From an optimization exercise on the open Yosys and OpenROAD flow, aimed at a short achievable clock period and few clock cycles; shortcuts taken in it are not production practice.
Function was checked by simulation only, so behaviour that the tests miss may differ from the original.
Power is estimated from default activity; no workload was simulated.

==> design/flow/standard.sh <==
#!/bin/bash
# synth_recipe.tcl (not shown) runs the flow's synth.tcl, then flattens the netlist and writes it again
# the make line also repeats each setting of config.mk as NAME=value (left out here)
make -C /OpenROAD-flow-scripts/flow DESIGN_CONFIG=/design/flow/config.mk WORK_HOME=/design/flow/orfs CLKGATE_MAP_FILE= SYNTH_SCRIPT=/design/flow/synth_recipe.tcl "${@:-finish}"
==> design/flow/config.mk <==
export PLATFORM = sky130hd
export DESIGN_NAME = Pipeline_CPU
export DESIGN_NICKNAME = Pipeline_CPU
export VERILOG_FILES = /design/flow/design.v
export SDC_FILE = /design/flow/constraint.sdc
export NUM_CORES = 4
export LEC_CHECK = 0
export ABC_CLOCK_PERIOD_IN_PS = 2000
export CAP_MARGIN = 20
export CORE_MARGIN = 2
export CORE_UTILIZATION = 40
export CTS_CLUSTER_DIAMETER = 90
export CTS_CLUSTER_SIZE = 24
export PLACE_DENSITY = 0.6
export SETUP_SLACK_MARGIN = 4.6
export SLEW_MARGIN = 20
==> design/flow/flow/remap.abc <==
strash
dch -f
map -D 800
topo
buffer -p
upsize -D 800
dnsize -D 800
stime -p
==> design/flow/constraint.sdc <==
create_clock -name core_clock -period 7.0 [get_ports {clk_i}]
set_input_delay 1.4000 -clock core_clock [delete_from_list [all_inputs] [get_ports {clk_i}]]
set_output_delay 1.4000 -clock core_clock [all_outputs]
set_load 0.01 [all_outputs]
==> design/flow/flow/remap.ys.in <==
# Re-map the combinational logic of the standard synthesis for delay.
# Flip-flops and tie cells stay the instances the standard synthesis made.
read_liberty -ignore_miss_func @LIB@
blackbox sky130_fd_sc_hd__df* sky130_fd_sc_hd__edf* sky130_fd_sc_hd__conb_1 sky130_fd_sc_hd__sdf* sky130_fd_sc_hd__dl*
read_verilog @IN@
hierarchy -top @TOP@
flatten
opt_clean
stat
abc -liberty @LIB@ -dont_use sky130_fd_sc_hd__lpflow_bleeder_1 -dont_use sky130_fd_sc_hd__lpflow_clkbufkapwr_1 -dont_use sky130_fd_sc_hd__lpflow_clkbufkapwr_16 -dont_use sky130_fd_sc_hd__lpflow_clkbufkapwr_2 -dont_use sky130_fd_sc_hd__lpflow_clkbufkapwr_4 -dont_use sky130_fd_sc_hd__lpflow_clkbufkapwr_8 -dont_use sky130_fd_sc_hd__lpflow_clkinvkapwr_1 -dont_use sky130_fd_sc_hd__lpflow_clkinvkapwr_16 -dont_use sky130_fd_sc_hd__lpflow_clkinvkapwr_2 -dont_use sky130_fd_sc_hd__lpflow_clkinvkapwr_4 -dont_use sky130_fd_sc_hd__lpflow_clkinvkapwr_8 -dont_use sky130_fd_sc_hd__lpflow_decapkapwr_12 -dont_use sky130_fd_sc_hd__lpflow_decapkapwr_3 -dont_use sky130_fd_sc_hd__lpflow_decapkapwr_4 -dont_use sky130_fd_sc_hd__lpflow_decapkapwr_6 -dont_use sky130_fd_sc_hd__lpflow_decapkapwr_8 -dont_use sky130_fd_sc_hd__lpflow_inputiso0n_1 -dont_use sky130_fd_sc_hd__lpflow_inputiso0p_1 -dont_use sky130_fd_sc_hd__lpflow_inputiso1n_1 -dont_use sky130_fd_sc_hd__lpflow_inputiso1p_1 -dont_use sky130_fd_sc_hd__lpflow_inputisolatch_1 -dont_use sky130_fd_sc_hd__lpflow_isobufsrc_1 -dont_use sky130_fd_sc_hd__lpflow_isobufsrc_16 -dont_use sky130_fd_sc_hd__lpflow_isobufsrc_2 -dont_use sky130_fd_sc_hd__lpflow_isobufsrc_4 -dont_use sky130_fd_sc_hd__lpflow_isobufsrc_8 -dont_use sky130_fd_sc_hd__lpflow_isobufsrckapwr_16 -dont_use sky130_fd_sc_hd__lpflow_lsbuf_lh_hl_isowell_tap_1 -dont_use sky130_fd_sc_hd__lpflow_lsbuf_lh_hl_isowell_tap_2 -dont_use sky130_fd_sc_hd__lpflow_lsbuf_lh_hl_isowell_tap_4 -dont_use sky130_fd_sc_hd__lpflow_lsbuf_lh_isowell_4 -dont_use sky130_fd_sc_hd__lpflow_lsbuf_lh_isowell_tap_1 -dont_use sky130_fd_sc_hd__lpflow_lsbuf_lh_isowell_tap_2 -dont_use sky130_fd_sc_hd__lpflow_lsbuf_lh_isowell_tap_4 -dont_use sky130_fd_sc_hd__probe_p_8 -dont_use sky130_fd_sc_hd__probec_p_8  -script @ABC@
opt_clean -purge
read_liberty -lib -ignore_redef @LIB@
hilomap -singleton -hicell sky130_fd_sc_hd__conb_1 HI -locell sky130_fd_sc_hd__conb_1 LO
insbuf -buf sky130_fd_sc_hd__buf_4 A X
splitnets
opt_clean -purge
stat -liberty @LIB@
check -assert -mapped
write_verilog -noattr -nohex -nodec @OUT@
==> design/flow/design.v <==
module ks_add #(parameter W = 16) (a, b, cin, s, cout);
input  [W-1:0] a;
input  [W-1:0] b;
input          cin;
output [W-1:0] s;
output         cout;
reg [W:0] G, P, Gn, Pn;
integer i, d;
always @(*) begin
    G = {a & b, cin};
    P = {a ^ b, 1'b0};
    for (d = 1; d <= W; d = d * 2) begin
        Gn = G;
        Pn = P;
        for (i = d; i <= W; i = i + 1) begin
            Gn[i] = G[i] | (P[i] & G[i-d]);
            Pn[i] = P[i] & P[i-d];
        end
        G = Gn;
        P = Pn;
    end
end
assign s    = (a ^ b) ^ G[W-1:0];
assign cout = G[W];
endmodule
module Pipeline_CPU( clk_i, rst_n, imem_addr_o, imem_data_i,
                     dmem_addr_o, dmem_wdata_o, dmem_we_o, dmem_re_o, dmem_rdata_i );
input         clk_i;
input         rst_n;
output [15:0] imem_addr_o;
input  [15:0] imem_data_i;
output [15:0] dmem_addr_o;
output [15:0] dmem_wdata_o;
output        dmem_we_o;
output        dmem_re_o;
input  [15:0] dmem_rdata_i;
reg  [14:0] pc;           
reg         d_v;          
reg  [15:0] d_ir;
reg  [14:0] d_pcp;        
reg         d_pt;         
reg  [7:1]  d_rs, d_rt;   
reg  [7:1]  d_rsm;        
reg  [7:1]  d_wd;         
reg  [15:0] e_a, e_b;     
reg  [7:0]  e_sel;        
reg         e_ld;
reg  [7:1]  e_wd_q;       
reg         e_br_q;
reg         e_kill;       
wire [7:1]  e_wd = e_kill ? 7'd0 : e_wd_q;
wire        e_br = e_br_q & ~e_kill;
reg         e_inv;        
reg  [14:0] e_alt;        
reg  [15:0] m_addr, m_wdata;
reg         m_we, m_re;
reg  [15:0] rf [1:7];
reg         stall;        
wire        mis;
wire [15:0] res;
wire [15:0] fi    = imem_data_i;
wire [2:0]  f_op  = fi[15:13];
wire        f_j   = (f_op == 3'd7);
wire        f_beq = (f_op == 3'd5);
wire        f_bne = (f_op == 3'd6);
wire        f_eqf = (fi[12:10] == fi[9:7]);
wire        dz_exit;
wire        f_pt  = (f_beq & (f_eqf | fi[6])) | (f_bne & ~f_eqf & ~(fi[6] & dz_exit));
wire [14:0] pcq;
ks_add #(15) u_finc (.a(pc), .b(15'd0), .cin(1'b1), .s(pcq), .cout());
wire [7:0]  f_lo;
wire [7:0]  f_up   = pc[14:7];
wire [7:0]  f_upp, f_upm;
ks_add #(7) u_flo  (.a(pc[6:0]), .b(fi[6:0]), .cin(1'b1), .s(f_lo[6:0]),  .cout(f_lo[7]));
ks_add #(8) u_fupp (.a(f_up), .b(8'h00), .cin(1'b1), .s(f_upp), .cout());
ks_add #(8) u_fupm (.a(f_up), .b(8'hff), .cin(1'b0), .s(f_upm), .cout());
wire [7:0]  f_hi   = (fi[6] == f_lo[7])  ? f_up : (f_lo[7]  ? f_upp : f_upm);
wire [14:0] f_bt   = {f_hi, f_lo[6:0]};
wire [14:0] f_jt   = {pcq[14:13], fi[12:0]};
wire [14:0] f_npc  = f_j ? f_jt  : (f_pt ? f_bt  : pcq);
wire        f_r    = (f_op == 3'd0);
wire        f_wr   = (f_op == 3'd0) | (f_op == 3'd1) | (f_op == 3'd2) | (f_op == 3'd3);
wire [2:0]  f_dn   = f_r ? fi[6:4] : fi[9:7];
wire        f_mem  = (f_op == 3'd3) | (f_op == 3'd4);
wire        f_urs  = (f_op != 3'd2) & ~f_j & ~f_mem;           
wire        f_urt  = f_r | (f_op == 3'd4) | f_beq | f_bne;     
wire [7:0]  f_rs1h = 8'd1 << fi[12:10];
wire [7:0]  f_rt1h = 8'd1 << fi[9:7];
wire [7:0]  f_wd1h = 8'd1 << f_dn;
always @(posedge clk_i or negedge rst_n) begin
    if (!rst_n) begin
        pc     <= 15'd0;
        d_v    <= 1'b0;
    end else if (mis) begin
        pc     <= e_alt;
        d_v    <= 1'b0;
    end else if (!stall) begin
        pc     <= f_npc;
        d_v    <= ~f_j;
    end
end
always @(posedge clk_i) begin
    if (!stall) begin
        d_ir  <= fi;
        d_pcp <= pcq;
        d_pt  <= f_pt;
        d_rs  <= f_urs ? f_rs1h[7:1] : 7'd0;
        d_rsm <= f_mem ? f_rs1h[7:1] : 7'd0;
        d_rt  <= f_urt ? f_rt1h[7:1] : 7'd0;
        d_wd  <= f_wr  ? f_wd1h[7:1] : 7'd0;
    end
end
assign imem_addr_o = {pc, 1'b0};
wire [2:0] op = d_ir[15:13];
wire [3:0] fn = d_ir[3:0];
wire [15:0] sext = {{9{d_ir[6]}}, d_ir[6:0]};
wire is_r   = (op == 3'd0);
wire is_ai  = (op == 3'd1);
wire is_lui = (op == 3'd2);
wire is_lw  = (op == 3'd3);
wire is_sw  = (op == 3'd4);
wire is_br  = (op == 3'd5) | (op == 3'd6);
reg [15:0] rs_v, rt_v, rm_v;
integer i;
always @(*) begin
    rs_v = 16'd0;
    rm_v = 16'd0;
    rt_v = 16'd0;
    for (i = 1; i < 8; i = i + 1) begin
        rs_v = rs_v | ({16{d_rs[i]}} & rf[i]);
        rm_v = rm_v | ({16{d_rsm[i]}} & rf[i]);
        rt_v = rt_v | ({16{d_rt[i]}} & rf[i]);
    end
end
wire hit_s = |(d_rs & e_wd);
wire hit_t = |(d_rt & e_wd);
always @(posedge clk_i or negedge rst_n) begin
    if (!rst_n)
        stall <= 1'b0;
    else
        stall <= ~mis & ~stall & d_v & f_mem & |(f_rs1h[7:1] & d_wd);
end
wire go = d_v & ~stall & ~mis;
reg  [7:1] rf_one;
always @(posedge clk_i or negedge rst_n) begin
    if (!rst_n)
        rf_one <= 7'd0;
    else
        for (i = 1; i < 8; i = i + 1)
            rf_one[i] <= (rf[i] == 16'd1) & ~e_wd[i];
end
assign dz_exit = d_v & is_ai & (d_ir[6:0] == 7'h7f) & (d_ir[12:10] == d_ir[9:7])
               & |(d_rs & rf_one) & ~hit_s;
reg [7:0] sel;
always @(*) begin
    sel = 8'd0;
    if (is_r) begin
        if (fn[3] == 1'b0) sel[fn[2:0]] = 1'b1;
    end else if (is_ai | is_lui)
        sel[0] = 1'b1;
end
wire [15:0] b_imm  = is_lui ? {1'b0, d_ir[6:0], 8'd0} : sext;
wire        b_isim = is_ai | is_lui;
wire [14:0] d_bt;
ks_add #(15) u_dbt  (.a(d_pcp), .b(sext[14:0]), .cin(1'b0), .s(d_bt),  .cout());
wire [14:0] d_alt  = d_pt ? d_pcp : d_bt;
wire [15:0] d_addr;
ks_add #(16) u_agu  (.a(rm_v), .b(sext), .cin(1'b0), .s(d_addr), .cout());
always @(posedge clk_i or negedge rst_n) begin
    if (!rst_n) begin
        e_wd_q <= 7'd0;
        e_br_q <= 1'b0;
        e_kill <= 1'b0;
        m_we <= 1'b0;
        m_re <= 1'b0;
    end else begin
        e_wd_q <= (d_v & ~stall) ? d_wd : 7'd0;
        e_br_q <= d_v & ~stall & is_br;
        e_kill <= mis;
        m_we <= go & is_sw;
        m_re <= go & is_lw;
    end
end
always @(posedge clk_i) begin
    e_a    <= hit_s ? res : rs_v;
    e_b    <= b_isim ? b_imm : (hit_t ? res : rt_v);
    e_sel  <= sel;
    e_ld   <= is_lw;
    e_inv  <= op[1] ^ d_pt;
    e_alt  <= d_alt;
    m_addr  <= d_addr;
    m_wdata <= hit_t ? res : rt_v;
end
wire [15:0] a = e_a;
wire [15:0] b = e_b;
wire [15:0] sum, dif;
ks_add #(16) u_sum (.a(a), .b(b),  .cin(1'b0), .s(sum), .cout());
ks_add #(16) u_dif (.a(a), .b(~b), .cin(1'b1), .s(dif), .cout());
wire        lt  = (a[15] ^ b[15]) ? a[15] : dif[15];
assign res = ({16{e_sel[0]}} & sum)
           | ({16{e_sel[1]}} & dif)
           | ({16{e_sel[2]}} & (a & b))
           | ({16{e_sel[3]}} & (a | b))
           | ({16{e_sel[4]}} & ~(a | b))
           | ({16{e_sel[5]}} & {15'd0, lt})
           | ({16{e_sel[6]}} & {b[14:0], 1'b0})
           | ({16{e_sel[7]}} & {1'b0, b[15:1]})
           | ({16{e_ld}}     & dmem_rdata_i);
assign mis = e_br & ((a == b) ^ e_inv);
always @(posedge clk_i or negedge rst_n) begin
    if (!rst_n) begin
        rf[1] <= 16'd0; rf[2] <= 16'd0; rf[3] <= 16'd0; rf[4] <= 16'd0;
        rf[5] <= 16'd0; rf[6] <= 16'd0; rf[7] <= 16'd0;
    end else begin
        for (i = 1; i < 8; i = i + 1)
            if (e_wd[i]) rf[i] <= res;
    end
end
assign dmem_addr_o  = m_addr;
assign dmem_wdata_o = m_wdata;
assign dmem_we_o    = m_we;
assign dmem_re_o    = m_re;
endmodule
==> design/flow/flow/run.sh <==
#!/bin/bash
# Standard synthesis, then the combinational logic re-mapped by ABC for
# delay (registers untouched), then the standard layout from floorplan on.
set -euo pipefail
R=$PWD/orfs/results/$FLOW_PLATFORM/Pipeline_CPU/base
LIB=$FLOW_HOME/platforms/$FLOW_PLATFORM/lib/sky130_fd_sc_hd__tt_025C_1v80.lib

bash standard.sh $R/1_2_yosys.v > synth.log 2>&1
cp $R/1_2_yosys.v $PWD/std_synth.v
sed -e "s|@LIB@|$LIB|g" -e "s|@IN@|$PWD/std_synth.v|" -e "s|@OUT@|$R/1_2_yosys.v|" \
    -e "s|@TOP@|$FLOW_TOP|" -e "s|@ABC@|$PWD/flow/remap.abc|" flow/remap.ys.in > remap.ys
yosys -q -l remap.log remap.ys > remap.out 2>&1
bash standard.sh > layout.log 2>&1
==> out/metrics.csv, run 1 <==
stage;metric;value;unit
floorplan;total die area;44300;um^2
sta;Slew HR;0.258;
global_routing;initial antenna violation count;1;
job;# Max-Cap Violations;0;
clock_tree;Worst-Skew Late Latency;0.55;ns
sta;Final Hold Fails;0;
floorplan;Die H;210;um
floorplan;Ports;84;
floorplan;core area;41900;um^2
final_layout;share of layout cells above drive strength 1;0.258;
yosys;Post-Syn Area;17000;um^2
clock_tree;Clock transition at path regs;0.10;ns
global_routing;GRT overflow;0;
sta;Fin Clk Skew;0.0241;ns
routing;1st-iter DRT viols;2614;
global_routing;total track usage;0.331;
final_layout;diode count;0;
placement;global placement routability congestion;1.05;
floorplan;DIE WIDTH;210;um
sta;RSZ-0062 raised after global routing;true;
sta;fin. max-slew vios;0;
sta;fmax;370;MHz
routing;Top Metal Used;met5;
clock_tree;Max Buffers Root-to-Sink;3;
floorplan;Initial Util;0.406;
routing;wire length on met3;8380;um
final_layout;Core Util, Final;0.527;
worst_setup_path;CP required;7.42;ns
worst_setup_path;Startpoint Class;input pin;
global_routing;largest net degree at the start of global routing;82;
worst_setup_path;worst-path cell chain;buf_6, or2_1, nand2_2, inv_2, nand4_4, nand4_1, nand4_1, buf_4, buf_6, nand2_4, o21ai_4, nand2_2, o2111ai_2, nand3_2;
clock_tree;hold-fix buffer count after cts;0;
routing;WL final;76200;um
sta;Tcrit/Tclk final;0.386;
routing;total vias in the final route;18900;
pwr;VDD IR-drop max;0.182;mV
yosys;Gate Count Post-Synth;2222;
routing;Pre-antenna DRT Iters;7;
final_layout;area grow syn2layout;29.7;%
pwr;Leak;9.28;nW
sta;setup TNS;0;ns
yosys;synth warn;6;
sta;Worst Tran Pin Value;1.11;ns
routing;via-per-instance ratio;6.29;
worst_setup_path;CP max-delay cell;or2_1;
routing;wl on met1;30200;um
yosys;Synthesized Nets;2256;
routing;DRC errors left;0;
clock_tree;CTS tree;done;
placement;Setup WS pre-CTS;2.63;ns
clock_tree;TritonCTS Buffers;17;
global_routing;via count of the first global-routing pass;17400;
clock_tree;H-Tree Level Count;1;
placement;I/O Buffers;82;
routing;routed wl met2;32700;um
floorplan;site row count;75;
routing;ANT nets after route;0;
sta;Final setup violation count;0;
global_routing;global-route wire length before repair;110000;um
pwr;pwr/cell area;432;nW/um^2
final_layout;final net count;2485;
clock_tree;Clock Sink Count;296;
worst_setup_path;critical setup path kind;in -> reg;
worst_setup_path;FF-to-FF setup slack;4.40;ns
hold_path;HP Class;reg -> reg;
worst_setup_path;CP max stage delay;0.24;ns
sta;Final WS setup;4.30;ns
clock_tree;root buf cell;clkbuf_16;
worst_setup_path;Critical Path End Type;flop;
routing;average wire per standard cell;25.4;um
status;status;no timing/DRC/antenna violations;
worst_setup_path;worst path arrival time;3.12;ns
sta;post-layout min period;2.70;ns
worst_setup_path;Crit Path Max Fanout;5;
placement;DP HPWL;50800;um
yosys;syn_area_per_cell;7.67;um^2
[placed cells by master (no fill, tap or decap), drive strengths merged, types with 50 or more instances in the layout]
master,n
o21ai,229
nor3,50
inv,228
nand3,109
a22oi,100
nor2,251
a21oi,87
edfxtp,60
dfxtp,89
nand2,465
nand4,54
dfrtp,147
buf,237
[critical path, delay by kind of cell]
family / cells / cell delay (ns)
compound gates: 2 / 0.30
simple gates: 8 / 1.00
buf+inv: 4 / 0.40
[final cells by class]
cell class / count / area (um^2)
fill: 3961 / 19900
multi-input combinational: 1638 / 10200
sequential: 296 / 7340
timing repair buffer: 257 / 2390
inverter: 239 / 956
tap: 539 / 674
clock buffer: 25 / 487
clock inverter: 4 / 63.8
timing repair inverter: 2 / 12.5
[worst paths after layout]
| kind | end | depth (start not counted) | from |
|---|---|---|---|
| max | pc[11] | 14 | imem_data_i[3] |
| max in group asynchronous | rf[2][5] | 2 | rst_n |
| min | pc[14] | 2 | e_alt[14] |
| min reg2reg | pc[14] | 2 | e_alt[14] |
| max reg2reg | pc[5] | 11 | d_rs[1] |
| min in group asynchronous | rf[6][7] | 1 | rst_n |
[flip-flops by register name, summed over array words and instances (netlist names), 7 cells and up]
signal   count
d_ir        16
pc          15
e_alt       15
m_wdata     16
e_sel        8
d_rs         7
e_wd_q       7
m_addr      16
rf         112
rf_one       7
e_b         16
d_wd         7
e_a         16
d_pcp       15
d_rt         7
d_rsm        7
[per-stage QoR]
step / instances / hold slack, ns / power, mW / instance area [um^2]
2_1_floorplan: 2222 / 0.413 / 5.49 / 17200
3_3_place_gp: 2817 / 0.471 / 7.04 / 18600
3_5_place_dp: 2817 / 0.463 / 7.07 / 18600
4_1_cts: 2933 / 0.484 / 8.80 / 20500
5_1_grt: 3000 / 0.518 / 10.0 / 22100
6_report: 3000 / 0.489 / 9.54 / 22100
[timing repair]
| item | in CTS | in global routing |
|---|---|---|
| cloned | 5 | 3 |
| setup endpoints to repair | 273 | 286 |
| setup buffers | 82 | 63 |
| pin swaps | 88 | 117 |
| gates resized for setup | 484 | 267 |
[metal layers]
metal	track usage	vias up
met5	0	-
met4	0.181	2
met3	0.0603	302
met2	0.497	1245
met1	0.451	9017
li1	-	8305
[where the power goes]
group	switching (mW)	internal, mW	total [mW]	leakage (nW)
combinational	3.24	1.89	5.13	5.71
clock	0.638	0.535	1.17	0.268
sequential	0.791	2.44	3.24	3.29
total	4.67	4.87	9.54	9.28
Testbench counts, summed over its fixed seeds: cycles 17,319.
==> inputs of run 2 (changes only) <==
--- a/design/flow/design.v
+++ b/design/flow/design.v
@@ -143,13 +143,15 @@
 wire go = d_v & ~stall & ~mis;
 reg  [7:1] rf_one;
+always @(*)
+    for (i = 1; i < 8; i = i + 1)
+        rf_one[i] = (rf[i] == 16'd1) & ~e_wd[i] & ~(d_v & d_wd[i]);
+reg dz_q;
 always @(posedge clk_i or negedge rst_n) begin
     if (!rst_n)
-        rf_one <= 7'd0;
-    else
-        for (i = 1; i < 8; i = i + 1)
-            rf_one[i] <= (rf[i] == 16'd1) & ~e_wd[i];
-end
-assign dz_exit = d_v & is_ai & (d_ir[6:0] == 7'h7f) & (d_ir[12:10] == d_ir[9:7])
-               & |(d_rs & rf_one) & ~hit_s;
+        dz_q <= 1'b0;
+    else if (!stall)
+        dz_q <= (f_op == 3'd1) & (fi[6:0] == 7'h7f) & f_eqf & |(f_rs1h[7:1] & rf_one);
+end
+assign dz_exit = dz_q;
 reg [7:0] sel;
 always @(*) begin
==> run 2 against run 1 <==
Effect of this change: first-iteration DRC count down 11%; hold slack worse by 0.023 ns; combinational power up 25%; non-clock buffer count up 85; via count up 3.6%; utilization up 3.5 points; critical path depth down 13; critical endpoint is now imem_addr_o[6]; worst setup slack better by 0.14 ns; clock skew up 0.015 ns.
==> out/metrics.csv, run 2 <==
stage;metric;value;unit;change
final_layout;final std cells w/o fill;3093;;was 3000
final_layout;share of layout cells above drive strength 1;0.329;;was 0.258
final_layout;most frequent cells in the layout;365 x nand2_1, 222 x inv_1, 195 x buf_4;;was 421 x nand2_1, 215 x nor2_1, 189 x inv_1
sta;fin. max-slew vios;0;;unchanged
pwr;Leak;9.85;nW;was 9.28 nW
worst_setup_path;critical setup path kind;reg -> out;;was in -> reg
sta;fmax;391;MHz;was 370 MHz
sta;Final setup violation count;0;;unchanged
sta;post-layout min period;2.56;ns;was 2.70 ns
pwr;VDD IR-drop max;0.237;mV;was 0.182 mV
final_layout;final net count;2575;;was 2485
floorplan;DIE WIDTH;209;um;was 210 um
placement;global placement routability congestion;1.04;;was 1.05
clock_tree;Clock transition at path regs;0.10;ns;about the same
final_layout;max reg flops;112;;unchanged
sta;RSZ-0062 raised after global routing;true;;unchanged
pwr;Power Total;10.9;mW;was 9.54 mW
sta;setup TNS;0;ns;unchanged
routing;WL final;88900;um;was 76200 um
routing;via-per-instance ratio;6.32;;was 6.29
sta;Final Hold Fails;0;;unchanged
yosys;Synthesized Nets;2269;;was 2256
worst_setup_path;crit-path leading delay family;flip-flops;;was simple AND/OR/NAND/NOR gates
floorplan;core area;41700;um^2;was 41900 um^2
global_routing;largest net degree at the start of global routing;75;;was 82
yosys;Gate Count Post-Synth;2235;;was 2222
global_routing;GRT overflow;0;;unchanged
floorplan;Ports;84;;unchanged
clock_tree;Max Buffers Root-to-Sink;3;;unchanged
worst_setup_path;Crit path depth;1;;was 14
floorplan;Die H;209;um;was 210 um
yosys;synth warn;6;;unchanged
clock_tree;root buf cell;clkbuf_16;;unchanged
routing;ANT nets after route;0;;unchanged
worst_setup_path;CP max stage delay;0.47;ns;was 0.24 ns
worst_setup_path;CP max-delay cell;dfrtp_2;;was or2_1
sta;Fin Clk Skew;0.0393;ns;was 0.0241 ns
sta;Final WS setup;4.44;ns;was 4.30 ns
routing;1st-iter DRT viols;2331;;was 2614
floorplan;total die area;43600;um^2;was 44300 um^2
final_layout;Core Util, Final;0.562;;was 0.527
sta;Slew HR;0.406;;was 0.258
worst_setup_path;Worst Path Buf+Inv;1;;was 4
global_routing;total track usage;0.392;;was 0.331
global_routing;via count of the first global-routing pass;18100;;was 17400
routing;total vias in the final route;19600;;was 18900
clock_tree;Clock Sink Count;284;;was 296
job;# Max-Cap Violations;0;;unchanged
worst_setup_path;CP required;5.60;ns;was 7.42 ns
final_layout;largest register by flop count;rf;;unchanged
routing;DRC errors left;0;;unchanged
worst_setup_path;Startpoint Class;flop;;was input pin
routing;average wire per standard cell;28.8;um;was 25.4 um
clock_tree;CTS tree;done;;unchanged
hold_path;HP Class;reg -> reg;;unchanged
global_routing;global-route wire length before repair;126000;um;was 110000 um
placement;I/O Buffers;82;;unchanged
placement;Inst Count DP;2818;;was 2817
status;status;no timing/DRC/antenna violations;;unchanged
final_layout;area grow syn2layout;39.4;%;was 29.7%
sta;Worst Tran Pin Value;0.882;ns;was 1.11 ns
placement;DP HPWL;62200;um;was 50800 um
placement;placed cell area;18300;um^2;was 18600 um^2
worst_setup_path;Critical Path End Type;output pin;;was flop
routing;Pre-antenna DRT Iters;8;;was 7
final_layout;most common cell after layout, fill and taps aside;nand2_1;;unchanged
placement;Setup WS pre-CTS;2.86;ns;was 2.63 ns
yosys;Post-Syn Area;16800;um^2;was 17000 um^2
pwr;pwr/cell area;467;nW/um^2;was 432 nW/um^2
final_layout;final instance area;23400;um^2;was 22100 um^2
worst_setup_path;worst path arrival time;1.16;ns;was 3.12 ns
clock_tree;Worst-Skew Late Latency;0.57;ns;was 0.55 ns
floorplan;site row count;75;;unchanged
clock_tree;H-Tree Level Count;1;;unchanged
clock_tree;TritonCTS Buffers;18;;was 17
worst_setup_path;R2R depth;15;;was 11
floorplan;Initial Util;0.403;;was 0.406
global_routing;initial antenna violation count;3;;was 1
yosys;syn_area_per_cell;7.51;um^2;was 7.67 um^2
sta;hold_ws;0.467;ns;was 0.489 ns
worst_setup_path;Crit Path Max Fanout;3;;was 5
sta;Tcrit/Tclk final;0.365;;was 0.386
worst_setup_path;worst-path cell chain;buf_6;;was buf_6, or2_1, nand2_2, inv_2, nand4_4, nand4_1, nand4_1, buf_4, buf_6, nand2_4, o21ai_4, nand2_2, o2111ai_2, nand3_2
hold_path;hold path depth;2;;unchanged
-- run 2: final cells by class --
cell class	count	area [um^2]
timing repair buffer	342	3240
fill	3891	18300
clock inverter	7	90.1
inverter	294	1260
clock buffer	25	519
timing repair inverter	4	22.5
tap	539	674
sequential	284	7030
antenna	1	2.50
multi-input combinational	1597	10600
-- run 2: tightest hold or removal path, cell delays in order, from the launching register on --
cell and delay (ns):
dfxtp_1 0.32, nand2_1 0.07, o21ai_1 0.05
-- run 2: what timing repair did --
action                     4_1_cts  5_1_grt
hold buffers                     0        0
resized for setup              682      320
buffers inserted               153       81
gates cloned                     6        2
setup endpoints to repair      334      227
pin swaps                      120      130
-- run 2: metal layers --
metal	GRT usage	vias to the layer above	share of wire	wire, um
li1	-	8482	-	-
met1	0.509	9504	0.38	34100
met2	0.601	1236	0.44	39000
met3	0.0933	325	0.11	9560
met4	0.223	4	0.070	6220
met5	0	-	0.00031	28
-- run 2: path summary, 6_finish.rpt --
check                          from              to  slack [ns]
setup / recovery              pc[5]  imem_addr_o[6]        4.44
hold / removal             e_alt[5]           pc[5]        0.47
setup reg to reg             e_a[6]          e_a[0]        4.45
hold reg to reg            e_alt[5]           pc[5]        0.47
max in group asynchronous     rst_n        rf[6][2]        4.88
min in group asynchronous     rst_n            m_we        0.86
-- run 2: power breakdown --
group          switching (mW)  internal (mW)  total [mW]
Combinational            4.05           2.37        6.42
Clock                   0.679          0.553        1.23
Sequential              0.887           2.39        3.27
Total                    5.61           5.31        10.9
Testbench counts of run 2, summed over its fixed seeds: cycles 17,319.

## what the ideal ports hide
In the flow no input, the clock included, has a driving cell. The finished layouts below were timed again as built, in two steps. Step 1 (the two cells are an assumption about what drives the block):
set clk [get_ports {clk_i}]
set_driving_cell -lib_cell sky130_fd_sc_hd__clkbuf_16 $clk
set_driving_cell -lib_cell sky130_fd_sc_hd__buf_2 [delete_from_list [all_inputs] $clk]
Step 2 adds t to the input delays and takes it off the output delays; t is the mean of the earliest and latest rising clock arrival at the registers after step 1. Input paths then give back, and output paths get back, about the clock's delay inside the block. Three values: ideal ports, drivers, drivers and shift; two values: the first two.
run	t (ns)	slack for setup (ns)	hold WS [ns]	worst slew at a driven data input, ns	pins driven straight from the clock port
run 1	0.593	4.299 / 4.319 / 3.727	0.489 / 0.489 / 0.489	0.06	1
run 2	0.609	4.442 / 4.385 / 3.903	0.467 / 0.467 / 0.467	0.07	1
After both steps setup and hold are still met in every run listed. For run 1, which loses most, drivers alone change the setup slack by +0.020 ns; drivers and shift together by -0.572 ns.
